From an optimization exercise on the open Yosys and OpenROAD flow, aimed at small area; shortcuts taken in it are not production practice. Where RTL was checked, it was by simulation tests only, not by an equivalence proof against the original. For runs 2 to 7, only the layout was checked, not whether the RTL still works. No driver is modelled on the clock port, so clock power and skew are understated where the tree is cut down; a real chip needs a root buffer or a tree. Power figures rest on the tool's default switching activity, not on a simulated workload.

==> design/flow/design.v <==
`timescale 1ns/1ps
module axi_master (
    input  wire        ACLK,
    input  wire        ARESETN,
    input  wire        start_i,
    output wire [2:0]  awaddr,
    output reg         awvalid,
    input  wire        AWREADY,
    output wire [3:0]  wdata,
    output wire        wlast,
    output reg         wvalid,
    input  wire        WREADY,
    input  wire        BRESP1,
    input  wire        BVALID,
    output wire        bready,
    output reg  [2:0]  araddr,
    output reg         arvalid,
    input  wire        ARREADY,
    input  wire [31:0] RDATA,
    input  wire        RRESP1,
    input  wire        RLAST,
    input  wire        RVALID,
    output reg         error_reg
);
   wire rs = ARESETN & start_i;
   reg aresetn_r, aresetn_rr, aresetn_rrr;
   always @(posedge ACLK) begin
      aresetn_r   <= rs;
      aresetn_rr  <= aresetn_r;
      aresetn_rrr <= aresetn_rr;
   end
   assign bready = aresetn_r;
   reg [2:0] awaddr_r;
   reg [3:0] wcount;       
   reg [2:0] w_issue;
   reg [2:0] unread;
   reg [3:0] data_gen;
   reg       read_mismatch;
   assign awaddr = awaddr_r;
   assign wdata  = wcount[3:0];
   assign wlast  = &wcount[3:0];
   wire aw_hs = awvalid & AWREADY;
   wire wnext = wvalid & WREADY;
   wire b_hs  = aresetn_r & BVALID;
   wire ar_hs = arvalid & ARREADY;
   wire r_hs  = aresetn_r & RVALID;
   wire [2:0] aw_dist = awaddr_r - araddr;
   wire aw_throttle = aw_dist < unread;
   wire [3:0] w_sum = w_issue + unread;
   wire w_throttle  = w_sum[3];
   wire ar_throttle = unread == 3'd0;
   always @(posedge ACLK) begin
      if (!aresetn_rrr)
        awvalid <= 1'b0;
      else if (!awvalid)
        awvalid <= !aw_throttle;
      else if (AWREADY && aw_throttle)
        awvalid <= 1'b0;
      if (!aresetn_rrr)
        wvalid <= 1'b0;
      else if (!wvalid)
        wvalid <= !w_throttle;
      else if (WREADY && wlast && w_throttle)
        wvalid <= 1'b0;
   end
   always @(posedge ACLK) begin
      if (!rs) begin
         awaddr_r      <= 3'd0;
         wcount        <= 4'd0;
         w_issue       <= 3'd0;
         araddr        <= 3'd0;
         arvalid       <= 1'b0;
         unread        <= 3'd0;
         data_gen      <= 4'd0;
         read_mismatch <= 1'b0;
         error_reg     <= 1'b0;
      end else begin
         if (aw_hs)
           awaddr_r <= awaddr_r + 3'd1;
         if (wnext)
           wcount <= wcount + 4'd1;
         if (wnext && wlast && !b_hs)
           w_issue <= w_issue + 3'd1;
         else if (b_hs && !(wnext && wlast))
           w_issue <= w_issue - 3'd1;
         if (ar_hs) begin
            arvalid <= 1'b0;
            araddr  <= araddr + 3'd1;
         end else if (!ar_throttle)
           arvalid <= 1'b1;
         if (b_hs && !ar_hs)
           unread <= unread + 3'd1;
         else if (ar_hs && !b_hs)
           unread <= unread - 3'd1;
         if (r_hs)
           data_gen <= RLAST ? 4'd0 : data_gen + 4'd1;
         read_mismatch <= r_hs && (RDATA != {28'd0, data_gen});
         if (read_mismatch || (b_hs && BRESP1) || (r_hs && RRESP1))
           error_reg <= 1'b1;
      end
   end
endmodule
`timescale 1ns/1ps
module axi_master_top (
    input  wire        ACLK,
    input  wire        ARESETN,
    input  wire        start_i,
    output wire [8:0]  M_AXI_AWADDR,
    output wire        M_AXI_AWVALID,
    input  wire        M_AXI_AWREADY,
    output wire [31:0] M_AXI_WDATA,
    output wire        M_AXI_WLAST,
    output wire        M_AXI_WVALID,
    input  wire        M_AXI_WREADY,
    input  wire [1:0]  M_AXI_BRESP,
    input  wire        M_AXI_BVALID,
    output wire        M_AXI_BREADY,
    output wire [8:0]  M_AXI_ARADDR,
    output wire        M_AXI_ARVALID,
    input  wire        M_AXI_ARREADY,
    input  wire [31:0] M_AXI_RDATA,
    input  wire [1:0]  M_AXI_RRESP,
    input  wire        M_AXI_RLAST,
    input  wire        M_AXI_RVALID,
    output wire        M_AXI_RREADY,
    output wire        ERROR
);
   wire [2:0] awaddr, araddr;
   wire [3:0] wdata;
   wire       ready;
   assign M_AXI_AWADDR  = {awaddr, 6'd0};
   assign M_AXI_ARADDR  = {araddr, 6'd0};
   assign M_AXI_WDATA   = {28'd0, wdata};
   assign M_AXI_BREADY  = ready;
   assign M_AXI_RREADY  = ready;
   axi_master u_master (
      .ACLK(ACLK),
      .ARESETN(ARESETN),
      .start_i(start_i),
      .awaddr(awaddr),
      .awvalid(M_AXI_AWVALID),
      .AWREADY(M_AXI_AWREADY),
      .wdata(wdata),
      .wlast(M_AXI_WLAST),
      .wvalid(M_AXI_WVALID),
      .WREADY(M_AXI_WREADY),
      .BRESP1(M_AXI_BRESP[1]),
      .BVALID(M_AXI_BVALID),
      .bready(ready),
      .araddr(araddr),
      .arvalid(M_AXI_ARVALID),
      .ARREADY(M_AXI_ARREADY),
      .RDATA(M_AXI_RDATA),
      .RRESP1(M_AXI_RRESP[1]),
      .RLAST(M_AXI_RLAST),
      .RVALID(M_AXI_RVALID),
      .error_reg(ERROR)
   );
endmodule
==> design/flow/flow/run.sh <==
#!/bin/bash
# The standard layout (standard.sh) with these changes to how it is made:
#  - synthesis: the standard synthesis script, but ABC maps with an area-only
#    script (flow/area.abc) and adders are left to ABC instead of being mapped
#    to half/full-adder cells first (ADDER_MAP_FILE empty);
#  - constant outputs share the single tie cell synthesis gives them instead of
#    one tie cell per port;
#  - the port buffers are the smallest buffer, sky130_fd_sc_hd__buf_1;
#  - CTS does not add dummy loads.
# Each step's output goes to a log file of its own here; ORFS's own logs are
# under orfs/logs.
set -euo pipefail
W=$PWD
export SKIP_REPAIR_TIE_FANOUT=1
export BUFFER_PORTS_ARGS="-buffer_cell sky130_fd_sc_hd__buf_1"
export ADDER_MAP_FILE=
export MY_ABC_SCRIPT=$W/flow/area.abc
export FLOW_SYNTH_TCL=$W/synth_recipe.tcl
export CTS_ARGS="-repair_clock_nets -dont_use_dummy_load"
sed "s#SYNTH_SCRIPT=[^ ]*#SYNTH_SCRIPT=$W/flow/synth.tcl#" standard.sh > standard_synth.sh
bash standard_synth.sh synth > synth.log 2>&1
bash standard.sh finish > layout.log 2>&1
==> design/flow/flow/area.abc <==
&get -n
&st
&dch
&nf -a
&put
==> design/flow/flow/synth.tcl <==
# The standard synthesis (synth_recipe.tcl) with one change: ABC maps the
# logic with flow/area.abc, an area-only script, instead of ORFS's speed script.
# Registers are untouched (ABC maps only the combinational logic).
proc abc {args} {
  set i [lsearch -exact $args -script]
  if {$i >= 0} { lset args [expr {$i + 1}] $::env(MY_ABC_SCRIPT) }
  yosys abc {*}$args
}
source $::env(FLOW_SYNTH_TCL)
==> design/flow/standard.sh <==
#!/bin/bash
# synth_recipe.tcl (not shown) runs the flow's synth.tcl, then flattens the netlist and writes it again
# the make line also repeats each setting of config.mk as NAME=value (left out here)
make -C /OpenROAD-flow-scripts/flow DESIGN_CONFIG=/design/flow/config.mk WORK_HOME=/design/flow/orfs CLKGATE_MAP_FILE= SYNTH_SCRIPT=/design/flow/synth_recipe.tcl "${@:-finish}"
==> design/flow/config.mk <==
export PLATFORM = sky130hd
export DESIGN_NAME = axi_master_top
export DESIGN_NICKNAME = axi_master_top
export VERILOG_FILES = /design/flow/design.v
export SDC_FILE = /design/flow/constraint.sdc
export NUM_CORES = 4
export LEC_CHECK = 0
export CAP_MARGIN = 20
export CORE_MARGIN = 2
export CORE_UTILIZATION = 40
export PLACE_DENSITY = 0.6
export SLEW_MARGIN = 20
==> design/flow/constraint.sdc <==
create_clock -name core_clock -period 5.0 [get_ports {ACLK}]
set_input_delay 1.0000 -clock core_clock [delete_from_list [all_inputs] [get_ports {ACLK}]]
set_output_delay 1.0000 -clock core_clock [all_outputs]
set_load 0.01 [all_outputs]
==> results of run 1 <==
==> worst max-delay path, cell delays in order, from the launching register on <==
cell and delay [ns]:
dfxtp_1 0.42, nand4_1 0.17, clkinv_1 0.11, buf_1 0.15
==> report_power, final <==
group          internal [µW]  switching, µW  total (µW)
combinational           15.0           30.2        45.3
clock                   53.9           62.5         116
sequential               227           4.70         232
total                    296           97.4         393
==> logic make-up (layout without fill, tap and decap cells) <==
logic type / Yosys count / after routing / synth area share
AND/OR/NAND/NOR: 59 / 59 / 0.188
buffers and inverters: 45 / 66 / 0.206
AO/OA/AOI/OAI: 37 / 37 / 0.145
flip-flops: 28 / 28 / 0.358
XOR/XNOR: 13 / 13 / 0.0814
multiplexers: 2 / 2 / 0.0128
adder cells (fa/ha/maj): 1 / 1 / 0.00638
other: 1 / 1 / 0.00239
==> path summary, 6_finish.rpt <==
kind / end / slack (ns) / cells past startpoint
setup / recovery: M_AXI_WLAST / 2.88 / 3
hold / removal: u_master.aresetn_rrr / 0.33 / 0
setup reg to reg: u_master.awvalid / 3.34 / 5
hold reg to reg: u_master.aresetn_rrr / 0.33 / 0
==> per-stage QoR <==
step / util / cells / worst slack, ns / power, µW / hold WS [ns]
floorplan: - / 186 / 3.17 / 287 / 0.310
global placement: 0.415 / 252 / 2.66 / 282 / 0.312
detailed placement: 0.415 / 252 / 2.66 / 283 / 0.312
CTS: 0.426 / 255 / 2.87 / 400 / 0.329
global route: 0.426 / 255 / 2.77 / 417 / 0.345
finish: 0.426 / 255 / 2.88 / 393 / 0.328
==> placed cells by master (no fill, tap or decap), drive strengths merged <==
cell type  instances
o22ai              3
a311oi             2
o311ai             1
clkinv             4
a21boi             1
a211oi             1
o21bai             1
xnor3              1
o311a              1
nor3               9
and3               6
nor2b              1
and2               4
maj3               1
nor4               7
dfxtp             28
o31a               1
xnor2              9
conb               1
or2                1
nand2             15
a21oi             13
o21ai              9
a22oi              1
clkbuf             3
o221a              1
nand4              4
buf               59
mux2i              2
xor2               3
a31oi              2
nor2               8
nand3              4
==> area by class of cell <==
| class | instances | area, µm² |
|---|---|---|
| clock buffers | 3 | 41.3 |
| inverters | 4 | 15.0 |
| fillers | 398 | 2130 |
| flip-flops and latches | 28 | 561 |
| multi-input cells | 113 | 684 |
| well taps | 48 | 60.1 |
| repair buffers | 59 | 221 |
==> layer usage <==
layer  track usage  wire (µm)  vias up
met2         0.258       1440       34
li1              -          -      666
met1         0.188       1340      560
met4        0.0306          0        0
met5             0          0        -
met3        0.0372        177        0
==> flow_summary.yaml, run 1 <==
clocking:
  clk_path_buf_depth: 2
  cts.sinks: 28
  cts-root-buf: "clkbuf_8"
  clk_pin_slew_ns: 0.09
  holdBufCountCts: 0
  cts_setup_buffers: 0
  cts_made_buffers: 3
  clk-insertion-delay-late_ns: 0.27
  htreeDepth: 1
  cts.repair.resized: 0
  cts_tree: "done"
sta:
  fin_skew_ns: 0.00341
  hold_viol_final: 0
  finalSetupViolCount: 0
  slew_violations: 0
  rsz0062_at_grt: "no"
  layout_worst_path_cycle_share: 0.424
  fin_setup_tns_ns: 0
  min_period_ns: 2.12
  max_freq_mhz: 472
worst_setup_path:
  worstPathRequired_ns: 4.00
  arrival_ns: 1.12
  timing.rr.start: "u_master.araddr[0]"
  endpoint_kind: "output port"
  worstPathMaxFanout: 5
  crit_start: "u_master.wcount[0]"
  crit_type: "flop to output port"
  cp-start-kind: "flop"
logic_synthesis:
  ys_top_cells_by_count: "buf_4, dfxtp_1, nand2_1"
  synth_area_leaders: "dfxtp_1, buf_4, xnor2_1"
  post_synth_instance_area_um2: 1570
  ys_ff_latch: 28
  yosys.cell_count.top_type: "buf_4"
  synth_top_cell_by_area: "dfxtp_1"
  synth-async-reset-ratio: 0
  netlist_instances: 186
  synth_edf_count: 0
  synth.distinct_cells: 32
  synth_nets: 231
  ys.flop_type: "dfxtp_1"
  syn_area_per_cell_um2: 8.43
  yosys_warnings: 1
  ys_seq_area_frac: 0.358
  netlist.area_leader.share: 0.358
route:
  ant_nets: 0
  vias: 1260
  firstDrtPassIters: 4
  wl_per_cell_um: 11.6
  routed_wl_mm: 2.96
  drtIter0Drc: 33
  drc: 0
  vias_per_cell: 4.94
placement:
  postPlaceCellArea_um2: 1540
  dpl.hpwl_mm: 2.31
  io_buffers: 59
  gp_congestion: 0.761
die:
  fp.dieW_um: 66.6
  rows: 22
  start_util: 0.422
  core_area_um2: 3720
  die_h_um: 66.6
  dieArea_um2: 4440
  io_pins: 102
power:
  p_leak_uw: 0.000536
  vdd_drop_max_uv: 162
  power.density_nw_per_um2: 249
cells_and_area:
  drive_gt1_frac: 0.0145
  diodes: 0
  reg.largest.list: "u_master.data_gen: 4 flops, u_master.wcount: 4 flops"
  synthToLayoutAreaGrowth_pct: 0.958
  nets: 254
  finalInstanceArea_um2: 1580
grt:
  track_usage: 0.149
  grt_pass1_wl_mm: 5.11
  first_global_vias: 1146
  grt_max_degree: 41
  antenna_found_initial: 0
  grt.overflow.total: 0
job:
  drv_cap: 0
worst_hold_path:
  hp-start: "u_master.aresetn_rr"
  worstHoldPathType: "flop to flop"
run_status:
  status: "complete, no violations"
==> run 2, diff against run 1 <==
--- a/design/flow/design.v
+++ b/design/flow/design.v
@@ -31,8 +31,7 @@
    end
    assign bready = aresetn_r;
    reg [2:0] awaddr_r;
-   reg [3:0] wcount;       
-   reg [2:0] w_issue;
+   reg [6:0] wcount;       
    reg [2:0] unread;
    reg [3:0] data_gen;
    reg       read_mismatch;
@@ -45,9 +44,9 @@
    wire ar_hs = arvalid & ARREADY;
    wire r_hs  = aresetn_r & RVALID;
    wire [2:0] aw_dist = awaddr_r - araddr;
+   wire [2:0] w_dist  = wcount[6:4] - araddr;
    wire aw_throttle = aw_dist < unread;
-   wire [3:0] w_sum = w_issue + unread;
-   wire w_throttle  = w_sum[3];
+   wire w_throttle  = w_dist < unread;
    wire ar_throttle = unread == 3'd0;
    always @(posedge ACLK) begin
       if (!aresetn_rrr)
@@ -66,8 +65,7 @@
    always @(posedge ACLK) begin
       if (!rs) begin
          awaddr_r      <= 3'd0;
-         wcount        <= 4'd0;
-         w_issue       <= 3'd0;
+         wcount        <= 7'd0;
          araddr        <= 3'd0;
          arvalid       <= 1'b0;
          unread        <= 3'd0;
@@ -78,11 +76,7 @@
          if (aw_hs)
            awaddr_r <= awaddr_r + 3'd1;
          if (wnext)
-           wcount <= wcount + 4'd1;
-         if (wnext && wlast && !b_hs)
-           w_issue <= w_issue + 3'd1;
-         else if (b_hs && !(wnext && wlast))
-           w_issue <= w_issue - 3'd1;
+           wcount <= wcount + 7'd1;
          if (ar_hs) begin
             arvalid <= 1'b0;
             araddr  <= araddr + 3'd1;
==> design/flow/flow/run.sh (replaced) <==
#!/bin/bash
# The standard layout (the standard.sh: standard synthesis, floorplan, place,
# CTS, route) with three changes to how the layout is made:
#  - constant outputs share the single tie cell synthesis gives them instead of
#    one tie cell per port (each with an unused second output);
#  - the port buffers are the smallest buffer, sky130_fd_sc_hd__buf_1 (repair
#    may still resize them);
#  - optional CTS arguments from flow/cts_args.txt.
set -euo pipefail
export SKIP_REPAIR_TIE_FANOUT=1
export BUFFER_PORTS_ARGS="-buffer_cell sky130_fd_sc_hd__buf_1"
if [[ -s flow/cts_args.txt ]]; then
  export CTS_ARGS="$(cat flow/cts_args.txt)"
fi
bash standard.sh finish > standard_flow.log 2>&1
removed: design/flow/flow/area.abc
removed: design/flow/flow/synth.tcl
==> flow_summary.yaml, run 2 <==
logic_synthesis:
  synth_edf_count: 0
  yosys.cell_count.top_type: "buf_4"
  ys_ff_latch: 28
  yosys_warnings: 1
  syn_area_per_cell_um2: 8.59
  netlist.area_leader.share: 0.320
  synth_area_leaders: "dfxtp_1, buf_4, ha_1"
  ys_top_cells_by_count: "buf_4, dfxtp_1, a21oi_1, nor2_1"
  ys.flop_type: "dfxtp_1"
  synth_nets: 263
  synth_top_cell_by_area: "dfxtp_1"
  synth-async-reset-ratio: 0
  post_synth_instance_area_um2: 1750
  synth.distinct_cells: 26
  netlist_instances: 204
  ys_seq_area_frac: 0.320
worst_hold_path:
  hp-start: "u_master.aresetn_rr"
  worstHoldPathType: "flop to flop"
  hold_depth: 0
  whs_endpoint: "u_master.aresetn_rrr"
grt:
  grt.overflow.total: 0
  grt_pass1_wl_mm: 5.02
  track_usage: 0.121
  antenna_found_initial: 0
  grt_max_degree: 41
  first_global_vias: 1170
worst_setup_path:
  crit_chain: "ha_1, nand3_1, inv_1, buf_1"
  reg2reg_slack_ns: 3.07
  crit_type: "flop to output port"
  cp-start-kind: "flop"
  timing.rr.end: "u_master.awvalid"
  worstPathRequired_ns: 4.00
  endpoint_kind: "output port"
  arrival_ns: 1.30
  slowest_delay_ns: 0.41
  timing.rr.start: "u_master.araddr[0]"
  worstPathMaxFanout: 4
  critical-path-top-delay-family: "flip-flops"
  critical-path-slowest-cell: "dfxtp_1"
  reg2reg_depth: 8
  path_buf_inv: 2
route:
  routed_wl_mm: 2.93
  wl_per_cell_um: 10.8
  ant_nets: 0
  vias_per_cell: 4.76
  firstDrtPassIters: 4
  vias: 1296
  drtIter0Drc: 26
  drc: 0
clocking:
  clk-insertion-delay-late_ns: 0.28
  cts_made_buffers: 3
  cts.sinks: 28
  htreeDepth: 1
  clk_path_buf_depth: 2
  cts.repair.resized: 0
  cts_tree: "done"
  cts_setup_buffers: 0
  clk_pin_slew_ns: 0.10
  cts-root-buf: "clkbuf_8"
  holdBufCountCts: 0
die:
  rows: 24
  fp.dieW_um: 70.2
  io_pins: 102
  start_util: 0.408
  core_area_um2: 4290
  die_h_um: 70.2
  dieArea_um2: 4930
sta:
  slew_violations: 0
  finalSetupViolCount: 0
  rsz0062_at_grt: "no"
  fin_setup_tns_ns: 0
  layout_worst_path_cycle_share: 0.459
  fin_skew_ns: 0.00548
  hold_viol_final: 0
  fin_ws_ns: 2.70
  tightest_slew_ns: 0.877
  min_period_ns: 2.30
  max_freq_mhz: 435
  relSlewSlack: 0.414
cells_and_area:
  synthToLayoutAreaGrowth_pct: 0.714
  layout_common_cells: "buf_1, dfxtp_1, nor2_1, a21oi_1"
  largest_reg_flops: 7
  diodes: 0
  nets: 280
  mostFrequentLayoutCell: "buf_1"
  drive_gt1_frac: 0.0273
  regMostFlops: "u_master.wcount"
  reg.largest.list: "u_master.wcount: 7 flops, u_master.data_gen: 4 flops"
power:
  vdd_drop_max_uv: 104
  swShare: 0.239
  combPwrFrac: 0.112
  p_sw_uw: 111
  seqPwrFrac: 0.501
  clockPowerShare: 0.387
  p_leak_uw: 0.000614
  p_int_uw: 353
  power.density_nw_per_um2: 262
job:
  drv_cap: 0
run_status:
  status: "complete, no violations"
placement:
  io_buffers: 59
  pre_cts_ws_ns: 2.45
  dpl.hpwl_mm: 2.28
  gp_congestion: 0.748
[run 2: cell types whose count changed in the layout (fill, tap and decap cells not counted), moves of 4 or more]
cell | before | now
and2_0 | 4 | 0
and3_1 | 6 | 0
clkinv_1 | 4 | 0
ha_1 | 0 | 11
inv_1 | 0 | 11
nand2_1 | 15 | 10
nand3_1 | 4 | 10
nor2_1 | 8 | 13
xor2_1 | 3 | 9
[run 2: power by group through the flow]
stage                     sequential [µW]  combinational, µW  clock, µW
after floorplan                       237               56.0          0
after global placement                237               51.0          0
after detailed placement              237               51.9          0
after CTS                             232               52.0        184
after global routing                  233               58.4        192
final                                 232               51.6        179
[run 2: layout make-up]
| cell class | instances | area [µm²] |
|---|---|---|
| fill | 443 | 2530 |
| clock inverter | 1 | 30.0 |
| inverter | 11 | 41.3 |
| sequential | 28 | 561 |
| tap | 52 | 65.1 |
| multi-input combinational | 118 | 806 |
| timing repair buffer | 59 | 221 |
| clock buffer | 3 | 41.3 |
[run 2: kinds of logic after synthesis]
group,count (synthesis),synth area share
and+or+nand+nor,58,0.167
buffers and inverters,58,0.221
DFF,28,0.320
AOI/OAI and AO/OA,26,0.0821
xor gates and xnor gates,18,0.0899
adders and majority gates,14,0.113
other,1,0.00214
muxes,1,0.00571
[run 2: worst max-delay path by stage]
stage / startpoint / endpoint / slack, ns / cells past startpoint
after global placement: M_AXI_ARREADY / u_master.unread[2] / 2.46 / 8
final: u_master.wcount[0] / M_AXI_WLAST / 2.70 / 4
after detailed placement: M_AXI_ARREADY / u_master.unread[2] / 2.45 / 8
after floorplan: M_AXI_ARREADY / u_master.unread[2] / 2.66 / 7
after global routing: u_master.wcount[0] / M_AXI_WLAST / 2.57 / 4
after CTS: u_master.wcount[0] / M_AXI_WLAST / 2.69 / 4
[run 2: metrics by stage]
stage	cell area, µm²	total power [µW]	instances	utilization	hold slack, ns
3_5_place_dp	1690	289	268	0.395	0.312
2_1_floorplan	1750	293	204	-	0.310
6_report	1770	463	272	0.411	0.335
5_1_grt	1770	484	272	0.411	0.345
3_3_place_gp	1690	288	268	0.395	0.313
4_1_cts	1770	468	272	0.411	0.337
[run 2: worst reg2reg max path, stage by stage (launching register included)]
cell and delay [ns]:
dfxtp_1 0.46, ha_1 0.20, inv_1 0.05, fa_1 0.37, xor2_1 0.20, xnor2_1 0.15, ha_1 0.24, o21ai_0 0.07
a21boi_0 0.09
[run 2: per-layer routing]
layer,up-vias,global-route usage,share of wire,routed length [µm]
li1,675,-,-,-
met1,588,0.158,0.45,1320
met2,29,0.207,0.48,1410
met3,4,0.0202,0.057,167
met4,0,0.0321,0.0092,27
met5,-,0,0,0
==> run 3, diff against run 2 <==
--- a/design/flow/config.mk
+++ b/design/flow/config.mk
@@ -5,6 +5,7 @@
 export SDC_FILE = /design/flow/constraint.sdc
 export NUM_CORES = 4
 export LEC_CHECK = 0
+export ABC_AREA = 1
 export CAP_MARGIN = 20
 export CORE_MARGIN = 2
 export CORE_UTILIZATION = 40
==> flow_summary.yaml, run 3 <==
logic_synthesis:
  synth-compound-area-share: 0.0922
  synth_area_leaders: "dfxtp_1, buf_4, nand2_1"
  synth.distinct_cells: 26
  syn_area_per_cell_um2: 7.49
  synth-async-reset-ratio: 0
  netlist.area_leader.share: 0.299
  synth_xor_area_frac: 0.0561
  ys_ff_latch: 28
  ys_top_cells_by_count: "buf_4, nand2_1, nor2_1"
  post_synth_instance_area_um2: 1870
  yosys.cell_count.top_type: "buf_4"
  muxShareOfSynthArea: 0
  ys_seq_area_frac: 0.299
  synth-simple-area-share: 0.204
  synth_top_cell_by_area: "dfxtp_1"
  netlist_instances: 250
  ys.flop_type: "dfxtp_1"
  synth_edf_count: 0
  synthAdderAreaFrac: 0.106
  synth_nets: 309
  synth_top_family_by_area: "buffers and inverters"
  yosys_warnings: 1
route:
  wl_per_cell_um: 9.59
  firstDrtPassIters: 4
  vias_per_cell: 4.44
  routed_wl_mm: 3.06
  drtIter0Drc: 26
  ant_nets: 0
  drc: 0
  vias: 1417
placement:
  gp_congestion: 0.733
  io_buffers: 59
  pre_cts_ws_ns: 2.59
  dpl.hpwl_mm: 2.46
cells_and_area:
  reg.largest.list: "u_master.wcount: 7 flops, u_master.data_gen: 4 flops"
  mostFrequentLayoutCell: "buf_1"
  regMostFlops: "u_master.wcount"
  nets: 327
  drive_gt1_frac: 0.0487
  layout_common_cells: "buf_1, nand2_1, nor2_1"
  synthToLayoutAreaGrowth_pct: 0.467
  largest_reg_flops: 7
  diodes: 0
clocking:
  clk_path_buf_depth: 2
  cts_made_buffers: 3
  cts.sinks: 28
  cts_setup_buffers: 0
  clk_pin_slew_ns: 0.10
  htreeDepth: 1
  cts-root-buf: "clkbuf_8"
  cts_tree: "done"
  holdBufCountCts: 0
  cts.repair.resized: 0
  clk-insertion-delay-late_ns: 0.28
sta:
  rsz0062_at_grt: "no"
  finalSetupViolCount: 0
  fin_ws_ns: 2.73
  fin_skew_ns: 0.00180
  hold_viol_final: 0
  slew_violations: 0
  whs_ns: 0.336
  layout_worst_path_cycle_share: 0.455
  max_freq_mhz: 440
  fin_setup_tns_ns: 0
  min_period_ns: 2.27
grt:
  antenna_found_initial: 0
  grt_pass1_wl_mm: 5.32
  track_usage: 0.126
  grt.overflow.total: 0
  grt_max_degree: 41
  first_global_vias: 1288
worst_setup_path:
  worstPathMaxFanout: 4
  endpoint_kind: "output port"
  arrival_ns: 1.27
  worstPathRequired_ns: 4.00
  crit_type: "flop to output port"
  cp-start-kind: "flop"
power:
  combPwrFrac: 0.125
  p_leak_uw: 0.000757
  vdd_drop_max_uv: 105
  p_int_uw: 355
  power.density_nw_per_um2: 250
  seqPwrFrac: 0.492
  p_sw_uw: 116
  swShare: 0.247
  clockPowerShare: 0.383
die:
  rows: 24
  start_util: 0.421
  fp.dieW_um: 72.4
  dieArea_um2: 5250
  core_area_um2: 4440
  die_h_um: 72.4
  io_pins: 102
run_status:
  status: "complete, no violations"
job:
  drv_cap: 0
worst_hold_path:
  worstHoldPathType: "flop to flop"
## run 3: changes by cell type after synthesis, moves of 3 or more
cell / before / now
a21boi_0: 4 / 1
o21ai_0: 7 / 13
nor2_1: 13 / 37
xnor2_1: 9 / 4
nand2_1: 10 / 37
inv_1: 11 / 26
nor3_1: 6 / 2
nand3_1: 10 / 5
or3_1: 3 / 0
nor4_1: 8 / 0
## run 3: metrics by stage
stage          cells  utilization  total power (µW)  area (µm²)
6_report         319        0.423               471        1880
5_1_grt          319        0.423               498        1880
4_1_cts          319        0.423               477        1880
3_5_place_dp     315        0.407               296        1810
3_3_place_gp     315        0.407               296        1810
2_1_floorplan    250            -               301        1870
## run 3: logic make-up after synthesis
logic type,Yosys count
and+or+nand+nor,90
buffers and inverters,73
AOI/OAI and AO/OA,32
DFF,28
adders and majority gates,14
xor gates and xnor gates,12
other,1
## run 3: power groups by stage
stage	combinational (µW)	sequential (µW)	clock, µW
after floorplan	63.0	238	0
after global placement	58.3	237	0
after detailed placement	59.0	237	0
after CTS	59.3	232	185
after global routing	68.4	233	197
final	58.7	232	181
## run 3: path summary, 6_finish.rpt
kind | from | end | slack (ns) | cells after the start
setup reg to reg | u_master.araddr[0] | u_master.wvalid | 3.10 | 8
setup / recovery | u_master.wcount[1] | M_AXI_WLAST | 2.73 | 4
hold reg to reg | u_master.aresetn_rr | u_master.aresetn_rrr | 0.34 | 0
hold / removal | u_master.aresetn_rr | u_master.aresetn_rrr | 0.34 | 0
## run 3: per-layer routing
metal  share of wire  track usage  vias to the layer above
met5               0            0                        -
met4           0.013       0.0453                        0
met3           0.063       0.0264                        5
met2            0.44        0.207                       53
met1            0.48        0.162                      592
li1                -            -                      767
## run 3: final cells by class
cell class,count,area [µm²]
Clock buffer,3,41.3
Clock inverter,1,30.0
Fill cell,481,2560
Inverter,27,101
Multi-Input combinational cell,149,862
Sequential cell,28,561
Tap cell,52,65.1
Timing Repair Buffer,59,221
## run 3: critical path, stage by stage, from the launching register on
cell and delay, ns:
dfxtp_1 0.41, ha_1 0.24, nand3_2 0.12, inv_1 0.09, buf_1 0.15
==> run 4, diff against run 3 <==
==> design/flow/flow/cts_args.txt (new file) <==
-repair_clock_nets -buf_list sky130_fd_sc_hd__clkbuf_16 -dont_use_dummy_load
--- a/design/flow/config.mk
+++ b/design/flow/config.mk
@@ -5,7 +5,6 @@
 export SDC_FILE = /design/flow/constraint.sdc
 export NUM_CORES = 4
 export LEC_CHECK = 0
-export ABC_AREA = 1
 export CAP_MARGIN = 20
 export CORE_MARGIN = 2
 export CORE_UTILIZATION = 40
==> flow_summary.yaml, run 4 <==
clocking:
  htreeDepth: 1
  cts_setup_buffers: 0
  cts.repair.resized: 0
  clk_path_buf_depth: 2
  cts.sinks: 28
  clk_pin_slew_ns: 0.07
  cts_tree: "done"
  cts-root-buf: "clkbuf_16"
  cts_made_buffers: 3
  clk-insertion-delay-late_ns: 0.26
  holdBufCountCts: 0
logic_synthesis:
  synth-async-reset-ratio: 0
  ys_seq_area_frac: 0.320
  netlist_instances: 204
  syn_area_per_cell_um2: 8.59
  muxShareOfSynthArea: 0.00571
  synth_area_leaders: "dfxtp_1, buf_4, ha_1"
  ys_top_cells_by_count: "buf_4, dfxtp_1, a21oi_1, nor2_1"
  synth-compound-area-share: 0.0821
  yosys.cell_count.top_type: "buf_4"
  netlist.area_leader.share: 0.320
  synth_xor_area_frac: 0.0899
  ys.flop_type: "dfxtp_1"
  synth_top_cell_by_area: "dfxtp_1"
  synthAdderAreaFrac: 0.113
  synth_top_family_by_area: "buffers and inverters"
  ys_ff_latch: 28
  yosys_warnings: 1
  post_synth_instance_area_um2: 1750
  synth.distinct_cells: 26
  synth_edf_count: 0
  synth_nets: 263
  synth-simple-area-share: 0.167
placement:
  postPlaceCellArea_um2: 1690
  gp_congestion: 0.748
  dpl.hpwl_mm: 2.28
  io_buffers: 59
power:
  p_leak_uw: 0.000616
  clockPowerShare: 0.384
  p_sw_uw: 110
  swShare: 0.238
  p_int_uw: 351
  combPwrFrac: 0.112
  finalPower_uw: 461
  seqPwrFrac: 0.504
  power.density_nw_per_um2: 261
  vdd_drop_max_uv: 105
cells_and_area:
  layout_common_cells: "buf_1, dfxtp_1, nor2_1, a21oi_1"
  regMostFlops: "u_master.wcount"
  mostFrequentLayoutCell: "buf_1"
  synthToLayoutAreaGrowth_pct: 0.928
  finalInstanceArea_um2: 1770
  nets: 280
  reg.largest.list: "u_master.wcount: 7 flops, u_master.data_gen: 4 flops"
  largest_reg_flops: 7
  n_fill_cell: 443
  diodes: 0
  drive_gt1_frac: 0.0228
sta:
  finalSetupViolCount: 0
  max_freq_mhz: 440
  rsz0062_at_grt: "no"
  hold_viol_final: 0
  fin_skew_ns: 0.00987
  min_period_ns: 2.28
  fin_setup_tns_ns: 0
  whs_ns: 0.328
  relSlewSlack: 0.418
  layout_worst_path_cycle_share: 0.455
  slew_violations: 0
  tightest_slew_ns: 0.870
route:
  wl_per_cell_um: 10.9
  drc: 0
  routed_wl_mm: 2.95
  vias: 1299
  firstDrtPassIters: 3
  drtIter0Drc: 31
  vias_per_cell: 4.79
  ant_nets: 0
grt:
  grt_max_degree: 41
  antenna_found_initial: 0
  grt_pass1_wl_mm: 5.14
  first_global_vias: 1198
  track_usage: 0.126
  grt.overflow.total: 0
worst_setup_path:
  crit_type: "input pin to flop"
  arrival_ns: 2.45
  worstPathRequired_ns: 5.17
  worstPathMaxFanout: 4
  cp-start-kind: "input pin"
  endpoint_kind: "flop"
die:
  rows: 24
  io_pins: 102
  core_area_um2: 4290
  dieArea_um2: 4930
  die_h_um: 70.2
  start_util: 0.408
  fp.dieW_um: 70.2
worst_hold_path:
  worstHoldPathType: "flop to flop"
run_status:
  status: "complete, no violations"
job:
  drv_cap: 0
==> run 4: cell count changes after synthesis, sizes merged, moves of 5 or more <==
cell,before,now
nor2,39,13
nor4,0,8
xnor2,4,9
nand2,40,11
inv,27,11
o21ai,13,7
==> run 4: worst paths after layout <==
kind,start,endpoint,slack [ns],depth (start not counted)
min reg2reg,u_master.aresetn_rr,u_master.aresetn_rrr,0.33,0
min,u_master.aresetn_rr,u_master.aresetn_rrr,0.33,0
max,M_AXI_ARREADY,u_master.unread[2],2.72,8
max reg2reg,u_master.araddr[0],u_master.awvalid,3.11,8
==> run 4: worst max-delay path: stages <==
cell and delay [ns]:
buf_1 0.10, nand2_1 0.14, ha_1 0.20, inv_1 0.06, fa_1 0.37, xor2_1 0.15, or3_1 0.30, a21oi_1 0.13
==> run 4: cell families (layout without fill, tap and decap cells) <==
kind of cell	count (synthesis)	after routing
adder cells (fa/ha/maj)	14	14
buffers and inverters	58	73
XOR/XNOR	18	18
multiplexers	1	1
AO/OA/AOI/OAI	26	26
other	1	1
flip-flops	28	28
AND/OR/NAND/NOR	58	58
==> run 4: final cells by class <==
cell class / count / area, µm² / area share
Clock buffer: 3 / 75.1 / 0.0424
Timing Repair Buffer: 59 / 221 / 0.125
Multi-Input combinational cell: 118 / 806 / 0.455
Inverter: 11 / 41.3 / 0.0233
Tap cell: 52 / 65.1 / 0.0368
Sequential cell: 28 / 561 / 0.317
==> run 4: stage by stage <==
step                worst slack (ns)  instances  utilization
finish                          2.72        271        0.412
global route                    2.60        271        0.412
CTS                             2.71        271        0.412
detailed placement              2.45        268        0.395
global placement                2.46        268        0.395
floorplan                       2.66        204            -
==> run 4: power by group through the flow <==
stage	Sequential (µW)	Combinational, µW	Clock (µW)
after global routing	233	58.5	193
after detailed placement	237	51.9	0
after global placement	237	51.0	0
after floorplan	237	56.0	0
final	232	51.7	177
after CTS	232	52.0	183
==> run 4: routing by layer <==
| layer | routed length (µm) | global-route usage | vias to the layer above |
|---|---|---|---|
| met1 | 1300 | 0.158 | 592 |
| met3 | 169 | 0.0332 | 4 |
| met4 | 27 | 0.0321 | 0 |
| met5 | 0 | 0 | - |
| met2 | 1450 | 0.213 | 26 |
| li1 | - | - | 677 |
==> run 5, diff against run 4 <==
==> design/flow/flow/cts_args.txt (replaced) <==
-repair_clock_nets -buf_list sky130_fd_sc_hd__clkbuf_8 -root_buf sky130_fd_sc_hd__clkbuf_8 -dont_use_dummy_load -sink_clustering_enable -sink_clustering_size 40 -sink_clustering_max_diameter 200
==> flow_summary.yaml, run 5 <==
placement:
  pre_cts_ws_ns: 2.45
  gp_congestion: 0.748
  io_buffers: 59
  dpl.hpwl_mm: 2.28
  postPlaceCellArea_um2: 1690
worst_setup_path:
  arrival_ns: 1.29
  crit_start: "u_master.wcount[0]"
  endpoint: "M_AXI_WLAST"
  worstPathRequired_ns: 4.00
  timing.rr.end: "u_master.awvalid"
  reg2reg_slack_ns: 3.11
  crit_type: "flop to output port"
  worstPathMaxFanout: 4
  timing.rr.start: "u_master.araddr[0]"
  endpoint_kind: "output port"
  cp-start-kind: "flop"
  reg2reg_depth: 8
cells_and_area:
  multi_input_area_um2: 806
  synthToLayoutAreaGrowth_pct: -1.00
  diodes: 0
  ff_latch_area_um2: 561
  layout_common_cells: "buf_1, dfxtp_1, nor2_1, a21oi_1"
  mostFrequentLayoutCell: "buf_1"
  finalInstanceArea_um2: 1740
  drive_gt1_frac: 0.0228
  nets: 280
  reg.largest.list: "u_master.wcount: 7 flops, u_master.data_gen: 4 flops"
  regMostFlops: "u_master.wcount"
  n_fill_cell: 447
  largest_reg_flops: 7
logic_synthesis:
  netlist_instances: 204
  synth_top_cell_by_area: "dfxtp_1"
  syn_area_per_cell_um2: 8.59
  synth.distinct_cells: 26
  synth_edf_count: 0
  ys.flop_type: "dfxtp_1"
  netlist.area_leader.share: 0.320
  ys_top_cells_by_count: "buf_4, dfxtp_1, a21oi_1, nor2_1"
  synth_area_leaders: "dfxtp_1, buf_4, ha_1"
  synth-async-reset-ratio: 0
  synth_nets: 263
  yosys_warnings: 1
  ys_ff_latch: 28
  post_synth_instance_area_um2: 1750
  ys_seq_area_frac: 0.320
  yosys.cell_count.top_type: "buf_4"
sta:
  tightest_slew_ns: 0.859
  rsz0062_at_grt: "no"
  max_freq_mhz: 436
  fin_ws_ns: 2.71
  slew_violations: 0
  fin_skew_ns: 0.0149
  hold_viol_final: 0
  layout_worst_path_cycle_share: 0.459
  relSlewSlack: 0.426
  finalSetupViolCount: 0
  fin_setup_tns_ns: 0
  min_period_ns: 2.29
clocking:
  clk_path_buf_depth: 2
  cts_setup_buffers: 0
  cts_made_buffers: 3
  cts-root-buf: "clkbuf_8"
  cts.sinks: 28
  htreeDepth: 1
  clk-insertion-delay-late_ns: 0.27
  holdBufCountCts: 0
  cts.repair.resized: 0
  cts_tree: "done"
  clk_pin_slew_ns: 0.10
route:
  vias_per_cell: 4.74
  drtIter0Drc: 24
  ant_nets: 0
  drc: 0
  firstDrtPassIters: 3
  vias: 1285
  routed_wl_mm: 2.91
  wl_per_cell_um: 10.7
grt:
  grt_pass1_wl_mm: 5.04
  first_global_vias: 1181
  grt_max_degree: 41
  track_usage: 0.123
  grt.overflow.total: 0
  antenna_found_initial: 0
die:
  dieArea_um2: 4930
  io_pins: 102
  start_util: 0.408
  die_h_um: 70.2
  rows: 24
  core_area_um2: 4290
  fp.dieW_um: 70.2
worst_hold_path:
  hold_depth: 0
  worstHoldPathType: "flop to flop"
  hp-start: "u_master.aresetn_rr"
power:
  finalPower_uw: 404
  p_leak_uw: 0.000600
  power.density_nw_per_um2: 233
  vdd_drop_max_uv: 103
job:
  drv_cap: 0
run_status:
  status: "complete, no violations"
## run 5: report_power, final
group,total [µW],internal (µW),switching [µW]
combinational,51.6,17.9,33.7
clock,120,54.0,66.2
sequential,232,227,4.72
## run 5: through the flow
stage	instances	util	hold WS (ns)
floorplan	204	-	0.310
CTS	271	0.404	0.337
global placement	268	0.395	0.313
global route	271	0.404	0.345
finish	271	0.404	0.335
detailed placement	268	0.395	0.312
## run 5: worst min-delay path by stage
stage | end | slack, ns
finish | u_master.aresetn_rrr | 0.34
global route | u_master.aresetn_rrr | 0.34
CTS | u_master.aresetn_rrr | 0.34
detailed placement | u_master.aresetn_rrr | 0.31
global placement | u_master.aresetn_rrr | 0.31
floorplan | u_master.aresetn_rrr | 0.31
## run 5: area by class of cell
cell class	instances	share of cell area
Timing Repair Buffer	59	0.128
Tap cell	52	0.0375
Inverter	11	0.0238
Multi-Input combinational cell	118	0.464
Sequential cell	28	0.323
Clock buffer	3	0.0238
## run 5: cell families after synthesis
| kind of cell | after synthesis | synth area share |
|---|---|---|
| compound gates | 26 | 0.0821 |
| buf+inv | 58 | 0.221 |
| other cells | 1 | 0.00214 |
| flops | 28 | 0.320 |
| fa+ha+maj | 14 | 0.113 |
| mux | 1 | 0.00571 |
| xor+xnor | 18 | 0.0899 |
| simple gates | 58 | 0.167 |
## run 5: critical path: stages (launching register included)
cell     delay [ns]
dfxtp_1        0.41
ha_1           0.19
nand3_1        0.14
inv_1          0.11
buf_1          0.16
## run 5: layer usage
layer	vias to the layer above	share of wire	wire, µm	GRT usage
met5	-	0	0	0
li1	675	-	-	-
met2	24	0.48	1410	0.205
met4	0	0.0093	27	0.0449
met3	2	0.057	166	0.0245
met1	584	0.45	1310	0.158
==> run 6, diff against run 5 <==
==> design/flow/flow/cts_args.txt (replaced) <==
-repair_clock_nets -buf_list sky130_fd_sc_hd__clkbuf_8 -dont_use_dummy_load -sink_buffer_max_cap_derate 1.0 -sink_clustering_enable -sink_clustering_size 30
==> flow_summary.yaml, run 6 <==
run_status:
  status: "complete, no violations"
cells_and_area:
  drive_gt1_frac: 0.0228
  mostFrequentLayoutCell: "buf_1"
  largest_reg_flops: 7
  finalInstanceArea_um2: 1740
  ff_latch_area_um2: 561
  nets: 280
  diodes: 0
  n_fill_cell: 447
  reg.largest.list: "u_master.wcount: 7 flops, u_master.data_gen: 4 flops"
  multi_input_area_um2: 806
  regMostFlops: "u_master.wcount"
  synthToLayoutAreaGrowth_pct: -1.00
  layout_common_cells: "buf_1, dfxtp_1, nor2_1, a21oi_1"
clocking:
  clk-insertion-delay-late_ns: 0.27
  clk_pin_slew_ns: 0.10
  htreeDepth: 1
  cts.repair.resized: 0
  cts_made_buffers: 3
  cts_tree: "done"
  holdBufCountCts: 0
  cts.sinks: 28
  clk_path_buf_depth: 2
  cts_setup_buffers: 0
  cts-root-buf: "clkbuf_8"
grt:
  grt_max_degree: 41
  first_global_vias: 1181
  grt_pass1_wl_mm: 5.04
  grt.overflow.total: 0
  track_usage: 0.123
  antenna_found_initial: 0
logic_synthesis:
  ys_top_cells_by_count: "buf_4, dfxtp_1, a21oi_1, nor2_1"
  syn_area_per_cell_um2: 8.59
  netlist.area_leader.share: 0.320
  synth_edf_count: 0
  ys.flop_type: "dfxtp_1"
  netlist_instances: 204
  synth_top_cell_by_area: "dfxtp_1"
  yosys.cell_count.top_type: "buf_4"
  synth.distinct_cells: 26
  synth-async-reset-ratio: 0
  post_synth_instance_area_um2: 1750
  yosys_warnings: 1
  ys_seq_area_frac: 0.320
  synth_nets: 263
  ys_ff_latch: 28
  synth_area_leaders: "dfxtp_1, buf_4, ha_1"
power:
  finalPower_uw: 404
  p_leak_uw: 0.000600
  power.density_nw_per_um2: 233
  vdd_drop_max_uv: 103
route:
  firstDrtPassIters: 3
  vias: 1285
  drc: 0
  ant_nets: 0
  drtIter0Drc: 24
  vias_per_cell: 4.74
  wl_per_cell_um: 10.7
  routed_wl_mm: 2.91
die:
  die_h_um: 70.2
  start_util: 0.408
  rows: 24
  dieArea_um2: 4930
  core_area_um2: 4290
  fp.dieW_um: 70.2
  io_pins: 102
job:
  drv_cap: 0
sta:
  hold_viol_final: 0
  finalSetupViolCount: 0
  fin_skew_ns: 0.0149
  whs_ns: 0.335
  tightest_slew_ns: 0.859
  layout_worst_path_cycle_share: 0.459
  rsz0062_at_grt: "no"
  max_freq_mhz: 436
  min_period_ns: 2.29
  slew_violations: 0
  relSlewSlack: 0.426
  fin_setup_tns_ns: 0
worst_setup_path:
  worstPathMaxFanout: 4
  endpoint_kind: "output port"
  crit_type: "flop to output port"
  cp-start-kind: "flop"
  arrival_ns: 1.29
  worstPathRequired_ns: 4.00
placement:
  io_buffers: 59
  dpl.hpwl_mm: 2.28
  gp_congestion: 0.748
  postPlaceCellArea_um2: 1690
worst_hold_path:
  worstHoldPathType: "flop to flop"
-- run 6: cell type report --
type	count	share of cell area
clock buffers	3	0.0238
inverters	11	0.0238
multi-input cells	118	0.464
flip-flops and latches	28	0.323
well taps	52	0.0375
repair buffers	59	0.128
-- run 6: per-stage QoR --
step,setup slack (ns),util,instances
after detailed placement,2.45,0.395,268
after floorplan,2.66,-,204
after CTS,2.69,0.404,271
after global placement,2.46,0.395,268
after global routing,2.57,0.404,271
final,2.71,0.404,271
-- run 6: worst paths after layout --
kind	start	endpoint	slack, ns	cells past startpoint
max	u_master.wcount[0]	M_AXI_WLAST	2.71	4
min reg2reg	u_master.aresetn_rr	u_master.aresetn_rrr	0.34	0
min	u_master.aresetn_rr	u_master.aresetn_rrr	0.34	0
max reg2reg	u_master.araddr[0]	u_master.awvalid	3.11	8
-- run 6: critical path: stages, from the launching register on --
cell and delay, ns:
dfxtp_1 0.41, ha_1 0.19, nand3_1 0.14, inv_1 0.11, buf_1 0.16
-- run 6: logic make-up (layout without fill, tap and decap cells) --
family                     Yosys count  in the layout  synth area share
and+or+nand+nor                     58             58             0.167
muxes                                1              1           0.00571
DFF                                 28             28             0.320
xor gates and xnor gates            18             18            0.0899
adders and majority gates           14             14             0.113
buffers and inverters               58             73             0.221
AOI/OAI and AO/OA                   26             26            0.0821
other                                1              1           0.00214
-- run 6: metal layers --
metal	vias up	wire [µm]	global-route usage
met5	-	0	0
met4	0	27	0.0449
met3	2	166	0.0245
met2	24	1410	0.205
met1	584	1310	0.158
li1	675	-	-
-- run 6: report_power, final --
part / total, µW / leakage (µW) / switching (µW) / internal, µW
clock: 120 / 0.0000216 / 66.2 / 54.0
combinational: 51.6 / 0.000351 / 33.7 / 17.9
sequential: 232 / 0.000227 / 4.72 / 227
total: 404 / 0.000600 / 105 / 299
==> run 7, diff against run 6 <==
==> design/flow/flow/cts_args.txt (replaced) <==
-repair_clock_nets -buf_list sky130_fd_sc_hd__clkbuf_4 sky130_fd_sc_hd__clkbuf_8 -root_buf sky130_fd_sc_hd__clkbuf_4 -dont_use_dummy_load
==> flow_summary.yaml, run 7 <==
placement:
  dpl.hpwl_mm: 2.28
  gp_congestion: 0.748
  io_buffers: 59
die:
  die_h_um: 70.2
  start_util: 0.408
  rows: 24
  fp.dieW_um: 70.2
  io_pins: 102
logic_synthesis:
  synth-async-reset-ratio: 0
  ys.flop_type: "dfxtp_1"
  syn_area_per_cell_um2: 8.59
  ys_seq_area_frac: 0.320
  ys_ff_latch: 28
  yosys.cell_count.top_type: "buf_4"
  ys_top_cells_by_count: "buf_4, dfxtp_1, a21oi_1, nor2_1"
  netlist.area_leader.share: 0.320
  synth_area_leaders: "dfxtp_1, buf_4, ha_1"
  netlist_instances: 204
  synth.distinct_cells: 26
  synth_edf_count: 0
  synth_nets: 263
  yosys_warnings: 1
  synth_top_cell_by_area: "dfxtp_1"
  post_synth_instance_area_um2: 1750
run_status:
  failed_stage: "clock tree synthesis"
  status: "stopped before the end"
  error_line: "[ERROR STA-0564] clock_tree_synthesis positional arguments not supported."
==> run 7: cell counts after synthesis <==
Identical to the previous run, type by type.
==> run 7: power by group through the flow <==
| stage | Combinational [µW] | Sequential, µW | Clock (µW) |
|---|---|---|---|
| 3_5_place_dp | 51.9 | 237 | 0 |
| 3_3_place_gp | 51.0 | 237 | 0 |
| 2_1_floorplan | 56.0 | 237 | 0 |
==> run 7: worst min path at each step <==
| stage | startpoint | end |
|---|---|---|
| floorplan | u_master.aresetn_rr | u_master.aresetn_rrr |
| global placement | u_master.aresetn_rr | u_master.aresetn_rrr |
| detailed placement | u_master.aresetn_rr | u_master.aresetn_rrr |
==> run 7: cell families after synthesis <==
group,after synthesis,synth area share
adder cells (fa/ha/maj),14,0.113
other,1,0.00214
multiplexers,1,0.00571
AND/OR/NAND/NOR,58,0.167
buffers and inverters,58,0.221
flip-flops,28,0.320
XOR/XNOR,18,0.0899
AO/OA/AOI/OAI,26,0.0821
==> run 7: through the flow <==
stage          hold slack, ns  area (µm²)  setup WS, ns  power (µW)  cells
2_1_floorplan           0.310        1750          2.66         293    204
3_3_place_gp            0.313        1690          2.46         288    268
3_5_place_dp            0.312        1690          2.45         289    268
==> run 8, diff against run 7 <==
--- a/design/flow/design.v
+++ b/design/flow/design.v
@@ -31,7 +31,8 @@
    end
    assign bready = aresetn_r;
    reg [2:0] awaddr_r;
-   reg [6:0] wcount;       
+   reg [3:0] wcount;       
+   reg [2:0] w_issue;
    reg [2:0] unread;
    reg [3:0] data_gen;
    reg       read_mismatch;
@@ -44,9 +45,9 @@
    wire ar_hs = arvalid & ARREADY;
    wire r_hs  = aresetn_r & RVALID;
    wire [2:0] aw_dist = awaddr_r - araddr;
-   wire [2:0] w_dist  = wcount[6:4] - araddr;
    wire aw_throttle = aw_dist < unread;
-   wire w_throttle  = w_dist < unread;
+   wire [3:0] w_sum = w_issue + unread;
+   wire w_throttle  = w_sum[3];
    wire ar_throttle = unread == 3'd0;
    always @(posedge ACLK) begin
       if (!aresetn_rrr)
@@ -65,7 +66,8 @@
    always @(posedge ACLK) begin
       if (!rs) begin
          awaddr_r      <= 3'd0;
-         wcount        <= 7'd0;
+         wcount        <= 4'd0;
+         w_issue       <= 3'd0;
          araddr        <= 3'd0;
          arvalid       <= 1'b0;
          unread        <= 3'd0;
@@ -76,7 +78,11 @@
          if (aw_hs)
            awaddr_r <= awaddr_r + 3'd1;
          if (wnext)
-           wcount <= wcount + 7'd1;
+           wcount <= wcount + 4'd1;
+         if (wnext && wlast && !b_hs)
+           w_issue <= w_issue + 3'd1;
+         else if (b_hs && !(wnext && wlast))
+           w_issue <= w_issue - 3'd1;
          if (ar_hs) begin
             arvalid <= 1'b0;
             araddr  <= araddr + 3'd1;
==> design/flow/flow/run.sh (replaced) <==
#!/bin/bash
# The standard layout (standard.sh) with these changes to how it is made:
#  - synthesis: the standard synthesis script, but ABC maps with an area-only
#    script (flow/area.abc) and adders are left to ABC instead of being mapped
#    to half/full-adder cells first (ADDER_MAP_FILE empty);
#  - constant outputs share the single tie cell synthesis gives them instead of
#    one tie cell per port;
#  - the port buffers are the smallest buffer, sky130_fd_sc_hd__buf_1;
#  - CTS adds no dummy loads, and its tree is then collapsed into one clock
#    buffer (flow/one_clock_buffer.tcl), then routing and the rest run as usual.
# Each step's output goes to a log file of its own here; ORFS's own logs are
# under orfs/logs.
set -euo pipefail
W=$PWD
export SKIP_REPAIR_TIE_FANOUT=1
export BUFFER_PORTS_ARGS="-buffer_cell sky130_fd_sc_hd__buf_1"
export ADDER_MAP_FILE=
export MY_ABC_SCRIPT=$W/flow/area.abc
export FLOW_SYNTH_TCL=$W/synth_recipe.tcl
export CTS_ARGS="-repair_clock_nets -dont_use_dummy_load"
sed "s#SYNTH_SCRIPT=[^ ]*#SYNTH_SCRIPT=$W/flow/synth.tcl#" standard.sh > standard_synth.sh
bash standard_synth.sh synth > synth.log 2>&1
bash standard.sh cts > place_cts.log 2>&1
R=$W/orfs/results/$FLOW_PLATFORM/axi_master_top/base
CTS_ODB=$R/4_1_cts.odb CLOCK_BUFFER_CELL=${CLOCK_BUFFER_CELL:-sky130_fd_sc_hd__clkbuf_16} \
  openroad -no_init -exit flow/one_clock_buffer.tcl > one_clock_buffer.log 2>&1
cp $R/4_1_cts.odb $R/4_cts.odb
bash standard.sh finish > route_finish.log 2>&1
==> design/flow/flow/area.abc (new file) <==
&get -n
&st
&deepsyn -T 60
&st
&dch -f
&nf -a -p -C 32 -A 8
&st
&dch -f
&nf -a -p -C 32 -A 8
&st
&dch -f
&nf -a -p -C 32 -A 8
&put
==> design/flow/flow/one_clock_buffer.tcl (new file) <==
# Collapse the clock tree CTS built (a root buffer driving leaf buffers) into
# a single buffer: the first leaf buffer is kept and driven by the clock port,
# the register clock pins of the other leaves are moved onto its output, the
# root and the other leaves are removed, the kept buffer is set to
# $::env(CLOCK_BUFFER_CELL) and placed at the centre of its sinks, and the
# placement is legalised again. All registers stay one buffer from the port.
read_db $::env(CTS_ODB)
set db [ord::get_db]
set block [ord::get_db_block]
set clknet [[$block findBTerm ACLK] getNet]
proc out_net {inst} {
  foreach it [$inst getITerms] {
    if {[$it isOutputSignal]} { return [$it getNet] }
  }
  return ""
}
set roots [$clknet getITerms]
if {[llength $roots] != 1} {
  puts "one_clock_buffer: the clock port drives [llength $roots] pins; layout left as CTS made it"
  exit 0
}
set root [[lindex $roots 0] getInst]
set rootnet [out_net $root]
set leaves {}
foreach it [$rootnet getITerms] {
  set inst [$it getInst]
  if {$inst == $root} { continue }
  if {![string match "sky130_fd_sc_hd__clkbuf_*" [[$inst getMaster] getName]]} {
    puts "one_clock_buffer: the root buffer drives [$inst getName]; layout left as CTS made it"
    exit 0
  }
  lappend leaves $inst
}
if {[llength $leaves] < 1} {
  puts "one_clock_buffer: no leaf buffers; layout left as CTS made it"
  exit 0
}
set keep [lindex $leaves 0]
set keepnet [out_net $keep]
foreach inst [lrange $leaves 1 end] {
  set leafnet [out_net $inst]
  foreach st [$leafnet getITerms] {
    if {[$st getInst] == $inst} { continue }
    $st disconnect
    $st connect $keepnet
  }
  puts "one_clock_buffer: removed [$inst getName]"
  odb::dbInst_destroy $inst
  odb::dbNet_destroy $leafnet
}
set keepin [$keep findITerm A]
$keepin disconnect
puts "one_clock_buffer: removed [$root getName]"
odb::dbInst_destroy $root
odb::dbNet_destroy $rootnet
$keepin connect $clknet
$keep swapMaster [$db findMaster $::env(CLOCK_BUFFER_CELL)]
set n 0; set sx 0; set sy 0
foreach it [$keepnet getITerms] {
  set inst [$it getInst]
  if {$inst == $keep} { continue }
  set bb [$inst getBBox]
  incr n; incr sx [expr {([$bb xMin] + [$bb xMax]) / 2}]; incr sy [expr {([$bb yMin] + [$bb yMax]) / 2}]
}
puts "one_clock_buffer: [$keep getName] ($::env(CLOCK_BUFFER_CELL)) drives $n clock pins"
$keep setLocation [expr {$sx / $n}] [expr {$sy / $n}]
$keep setPlacementStatus PLACED
detailed_placement
check_placement
write_db $::env(CTS_ODB)
==> design/flow/flow/synth.tcl (new file) <==
# The standard synthesis (synth_recipe.tcl) with one change: ABC maps the
# logic with flow/area.abc, an area-only script, instead of ORFS's speed script.
# Registers are untouched (ABC maps only the combinational logic).
proc abc {args} {
  set i [lsearch -exact $args -script]
  if {$i >= 0} { lset args [expr {$i + 1}] $::env(MY_ABC_SCRIPT) }
  yosys abc {*}$args
}
source $::env(FLOW_SYNTH_TCL)
--- a/design/flow/config.mk
+++ b/design/flow/config.mk
@@ -7,6 +7,6 @@
 export LEC_CHECK = 0
 export CAP_MARGIN = 20
 export CORE_MARGIN = 2
-export CORE_UTILIZATION = 40
-export PLACE_DENSITY = 0.6
+export CORE_UTILIZATION = 65
+export PLACE_DENSITY = 0.8
 export SLEW_MARGIN = 20
removed: design/flow/flow/cts_args.txt
==> flow_summary.yaml, run 8 <==
worst_setup_path:
  worstPathMaxFanout: 7
  arrival_ns: 2.19
  worstPathRequired_ns: 5.10
  timing.rr.start: "u_master.aresetn_r"
  cp-start-kind: "input pin"
  timing.rr.end: "u_master.unread[2]"
  cp_common_cell: "a21oi_1"
  crit_start: "M_AXI_ARREADY"
  crit_chain: "buf_1, and2_0, or3b_1, a21oi_1, o21ai_0, a21oi_1"
  path_buf_inv: 1
  reg2reg_slack_ns: 3.36
  reg2reg_depth: 5
  critical-path-slowest-cell: "or3b_1"
  slowest_delay_ns: 0.46
  endpoint_kind: "flop"
  critical-path-top-delay-family: "simple AND/OR/NAND/NOR gates"
  crit_type: "input pin to flop"
worst_hold_path:
  hold_depth: 0
  worstHoldPathType: "flop to flop"
  hp-start: "u_master.aresetn_rr"
  whs_endpoint: "u_master.aresetn_rrr"
sta:
  fin_skew_ns: 0.00183
  slew_violations: 0
  layout_worst_path_cycle_share: 0.418
  finalSetupViolCount: 0
  rsz0062_at_grt: "no"
  max_freq_mhz: 479
  hold_viol_final: 0
  fin_setup_tns_ns: 0
  whs_ns: 0.344
  min_period_ns: 2.09
  fin_ws_ns: 2.91
clocking:
  clk_pin_slew_ns: 0.10
  clk-insertion-delay-late_ns: 0.16
  cts_setup_buffers: 0
  holdBufCountCts: 0
  cts.repair.resized: 0
  cts.sinks: 28
power:
  p_sw_uw: 87.0
  seqPwrFrac: 0.632
  p_int_uw: 280
  clockPowerShare: 0.244
  vdd_drop_max_uv: 245
  p_leak_uw: 0.000510
  swShare: 0.237
  combPwrFrac: 0.124
  power.density_nw_per_um2: 245
placement:
  io_buffers: 59
  pre_cts_ws_ns: 2.76
  dpl.hpwl_mm: 2.23
  gp_congestion: 0.772
cells_and_area:
  reg.largest.list: "u_master.data_gen: 4 flops, u_master.wcount: 4 flops"
  final_core_util: 0.676
  nets: 247
  drive_gt1_frac: 0.00500
  mostFrequentLayoutCell: "buf_1"
  synthToLayoutAreaGrowth_pct: -1.73
  ff_latch_area_um2: 561
  n_fill_cell: 195
  diodes: 0
  multi_input_area_um2: 638
  layout_common_cells: "buf_1, dfxtp_1, a21oi_1"
logic_synthesis:
  synth-async-reset-ratio: 0
  synth_nets: 226
  syn_area_per_cell_um2: 8.41
  synth.distinct_cells: 30
  ys.flop_type: "dfxtp_1"
  netlist.area_leader.share: 0.368
  post_synth_instance_area_um2: 1520
  synth_edf_count: 0
  ys_ff_latch: 28
  netlist_instances: 181
  yosys_warnings: 1
  synth_area_leaders: "dfxtp_1, buf_4, xnor2_1"
  ys_top_cells_by_count: "buf_4, dfxtp_1, a21oi_1"
  ys_seq_area_frac: 0.368
  yosys.cell_count.top_type: "buf_4"
  synth_top_cell_by_area: "dfxtp_1"
job:
  drv_cap: 0
die:
  io_pins: 102
  core_area_um2: 2210
  rows: 17
  fp.dieW_um: 52.4
  die_h_um: 52.4
  start_util: 0.688
  dieArea_um2: 2740
route:
  vias: 1244
  wl_per_cell_um: 12.1
  drtIter0Drc: 20
  routed_wl_mm: 2.76
  drc: 0
  ant_nets: 0
  vias_per_cell: 5.46
  firstDrtPassIters: 4
grt:
  grt_max_degree: 41
  track_usage: 0.206
  grt_pass1_wl_mm: 4.43
  grt.overflow.total: 0
  antenna_found_initial: 0
  first_global_vias: 1057
run_status:
  status: "complete, no violations"
## run 8: power groups by stage
| stage | Combinational, µW | Sequential (µW) | Clock, µW |
|---|---|---|---|
| finish | 45.5 | 232 | 89.5 |
| global route | 51.3 | 232 | 101 |
| CTS | 45.4 | 232 | 90.7 |
| detailed placement | 45.2 | 237 | 0 |
| global placement | 44.2 | 236 | 0 |
| floorplan | 50.5 | 237 | 0 |
## run 8: area by class of cell
cell class                      instances  area share
Timing Repair Buffer                   59       0.148
Multi-Input combinational cell        108       0.427
Clock buffer                            1      0.0167
Inverter                                4      0.0100
Tap cell                               28      0.0234
Sequential cell                        28       0.375
## run 8: kinds of logic (layout without fill, tap and decap cells)
| family | after synthesis | in the layout | synth area share |
|---|---|---|---|
| and+or+nand+nor | 55 | 55 | 0.192 |
| AOI/OAI and AO/OA | 38 | 38 | 0.141 |
| muxes | 1 | 1 | 0.00658 |
| DFF | 28 | 28 | 0.368 |
| adders and majority gates | 2 | 2 | 0.0132 |
| xor gates and xnor gates | 11 | 11 | 0.0633 |
| other | 1 | 1 | 0.00246 |
| buffers and inverters | 45 | 64 | 0.212 |
## run 8: worst max path at each step
stage	endpoint	slack (ns)	cells after the start
after floorplan	u_master.unread[2]	2.96	5
after global placement	u_master.unread[2]	2.78	6
after detailed placement	u_master.unread[2]	2.76	6
after CTS	M_AXI_WLAST	2.87	2
after global routing	u_master.unread[2]	2.81	6
final	u_master.unread[2]	2.91	6
## run 8: metal layers
metal,GRT usage,wire (µm)
met4,0.0470,26
met3,0.0286,153
met2,0.371,1390
met1,0.258,1190
met5,0,0
## run 8: metrics by stage
stage          instances  instance area [µm²]  total power (µW)
4_1_cts              230                 1490               368
3_3_place_gp         227                 1470               281
2_1_floorplan        181                 1520               287
3_5_place_dp         227                 1470               282
5_1_grt              228                 1500               384
6_report             228                 1500               367
==> run 9, diff against run 8 <==
--- a/design/flow/config.mk
+++ b/design/flow/config.mk
@@ -7,6 +7,6 @@
 export LEC_CHECK = 0
 export CAP_MARGIN = 20
 export CORE_MARGIN = 2
-export CORE_UTILIZATION = 65
-export PLACE_DENSITY = 0.8
+export CORE_UTILIZATION = 40
+export PLACE_DENSITY = 0.6
 export SLEW_MARGIN = 20
==> flow_summary.yaml, run 9 <==
clocking:
  cts.repair.resized: 0
  holdBufCountCts: 0
  cts.sinks: 28
  clk_pin_slew_ns: 0.10
  cts_setup_buffers: 0
  clk-insertion-delay-late_ns: 0.16
cells_and_area:
  multi_input_area_um2: 638
  fin_cells: 248
  ff_latch_area_um2: 561
  nets: 247
  reg.largest.list: "u_master.data_gen: 4 flops, u_master.wcount: 4 flops"
  final_core_util: 0.415
  synthToLayoutAreaGrowth_pct: -0.0821
  mostFrequentLayoutCell: "buf_1"
  layout_common_cells: "buf_1, dfxtp_1, a21oi_1"
  n_fill_cell: 390
  diodes: 0
  drive_gt1_frac: 0.00500
logic_synthesis:
  synth_area_leaders: "dfxtp_1, buf_4, xnor2_1"
  ys_seq_area_frac: 0.368
  ys_ff_latch: 28
  yosys.cell_count.top_type: "buf_4"
  ys_top_cells_by_count: "buf_4, dfxtp_1, a21oi_1"
  synth-async-reset-ratio: 0
  post_synth_instance_area_um2: 1520
  ys.flop_type: "dfxtp_1"
  syn_area_per_cell_um2: 8.41
  synth_nets: 226
  synth_edf_count: 0
  netlist.area_leader.share: 0.368
  synth_top_cell_by_area: "dfxtp_1"
  synth.distinct_cells: 30
  yosys_warnings: 1
  netlist_instances: 181
die:
  io_pins: 102
  start_util: 0.416
  die_h_um: 65.7
  dieArea_um2: 4310
  rows: 22
  core_area_um2: 3660
  fp.dieW_um: 65.7
run_status:
  status: "complete, no violations"
sta:
  rsz0062_at_grt: "no"
  layout_worst_path_cycle_share: 0.420
  min_period_ns: 2.10
  max_freq_mhz: 476
  fin_setup_tns_ns: 0
  hold_viol_final: 0
  slew_violations: 0
  finalSetupViolCount: 0
  fin_skew_ns: 0.00272
worst_setup_path:
  arrival_ns: 2.20
  timing.rr.end: "u_master.unread[2]"
  cp-start-kind: "input pin"
  crit_chain: "buf_1, and2_0, or3b_1, a21oi_1, o21ai_0, a21oi_1"
  endpoint_kind: "flop"
  reg2reg_slack_ns: 3.29
  reg2reg_depth: 5
  cp_common_cell: "a21oi_1"
  timing.rr.start: "u_master.aresetn_r"
  critical-path-slowest-cell: "or3b_1"
  crit_type: "input pin to flop"
  worstPathMaxFanout: 7
  worstPathRequired_ns: 5.10
  slowest_delay_ns: 0.46
grt:
  grt.overflow.total: 0
  track_usage: 0.139
  first_global_vias: 1061
  grt_pass1_wl_mm: 4.77
  grt_max_degree: 41
  antenna_found_initial: 0
route:
  vias: 1208
  ant_nets: 0
  drtIter0Drc: 30
  drc: 0
  routed_wl_mm: 2.85
  firstDrtPassIters: 4
  wl_per_cell_um: 11.5
  vias_per_cell: 4.87
power:
  power.density_nw_per_um2: 242
  vdd_drop_max_uv: 154
  p_leak_uw: 0.000510
worst_hold_path:
  whs_endpoint: "u_master.aresetn_rrr"
  hp-start: "u_master.aresetn_rr"
  hold_depth: 0
  worstHoldPathType: "flop to flop"
placement:
  dpl.hpwl_mm: 2.22
  dp_cells: 247
  gp_congestion: 0.791
  io_buffers: 59
job:
  drv_cap: 0
==> run 9: cell counts in the layout (fill, tap and decap cells not counted) <==
No cell type changed its count.
==> run 9: metrics by stage <==
| step | hold slack, ns | worst slack (ns) | power, µW | area (µm²) |
|---|---|---|---|---|
| 2_1_floorplan | 0.310 | 2.96 | 287 | 1520 |
| 3_3_place_gp | 0.311 | 2.74 | 282 | 1500 |
| 3_5_place_dp | 0.314 | 2.75 | 283 | 1500 |
| 4_1_cts | 0.335 | 2.89 | 399 | 1540 |
| 5_1_grt | 0.349 | 2.76 | 388 | 1520 |
| 6_report | 0.336 | 2.90 | 368 | 1520 |
==> run 9: cell families (layout without fill, tap and decap cells) <==
family                   Yosys count  in the layout  share of synthesized area
AND/OR/NAND/NOR                   55             55                      0.192
buffers and inverters             45             64                      0.212
AO/OA/AOI/OAI                     38             38                      0.141
flip-flops                        28             28                      0.368
XOR/XNOR                          11             11                     0.0633
adder cells (fa/ha/maj)            2              2                     0.0132
other                              1              1                    0.00246
multiplexers                       1              1                    0.00658
==> run 9: per-layer routing <==
| metal | part of all wire | global-route usage |
|---|---|---|
| met5 | 0 | 0 |
| met4 | 0.0077 | 0.0365 |
| met3 | 0.056 | 0.0274 |
| met2 | 0.45 | 0.210 |
| met1 | 0.49 | 0.201 |
==> run 9: critical path: cells and delay by family <==
| kind | cells | cell delay (ns) |
|---|---|---|
| compound gates | 3 | 0.41 |
| simple gates | 2 | 0.71 |
| buf+inv | 1 | 0.08 |
==> run 9: where the power goes <==
group / leakage, µW / switching [µW] / total, µW / internal [µW]
clock network: 0.0000123 / 53.0 / 89.9 / 36.9
logic: 0.000270 / 30.5 / 46.0 / 15.5
registers: 0.000227 / 4.55 / 232 / 227
==> run 9: worst max path at each step <==
stage | from | end | slack [ns]
after CTS | u_master.wcount[3] | M_AXI_WLAST | 2.89
after floorplan | M_AXI_ARREADY | u_master.unread[2] | 2.96
after global placement | M_AXI_ARREADY | u_master.unread[2] | 2.74
final | M_AXI_ARREADY | u_master.unread[2] | 2.90
after detailed placement | M_AXI_ARREADY | u_master.unread[2] | 2.75
after global routing | M_AXI_ARREADY | u_master.unread[2] | 2.76
==> run 9: area by class of cell <==
cell class                 instances  share of cell area
tap                               48              0.0395
sequential                        28               0.369
multi-input combinational        108               0.420
timing repair buffer              59               0.146
clock buffer                       1              0.0165
inverter                           4             0.00988

Setup slack of run 9, layout unchanged: 2.901 ns with ideal ports, 2.912 ns with driving cells assumed (clock clkbuf_16, inputs buf_2), 2.724 ns with port delays also shifted by the 0.188 ns mid clock arrival.
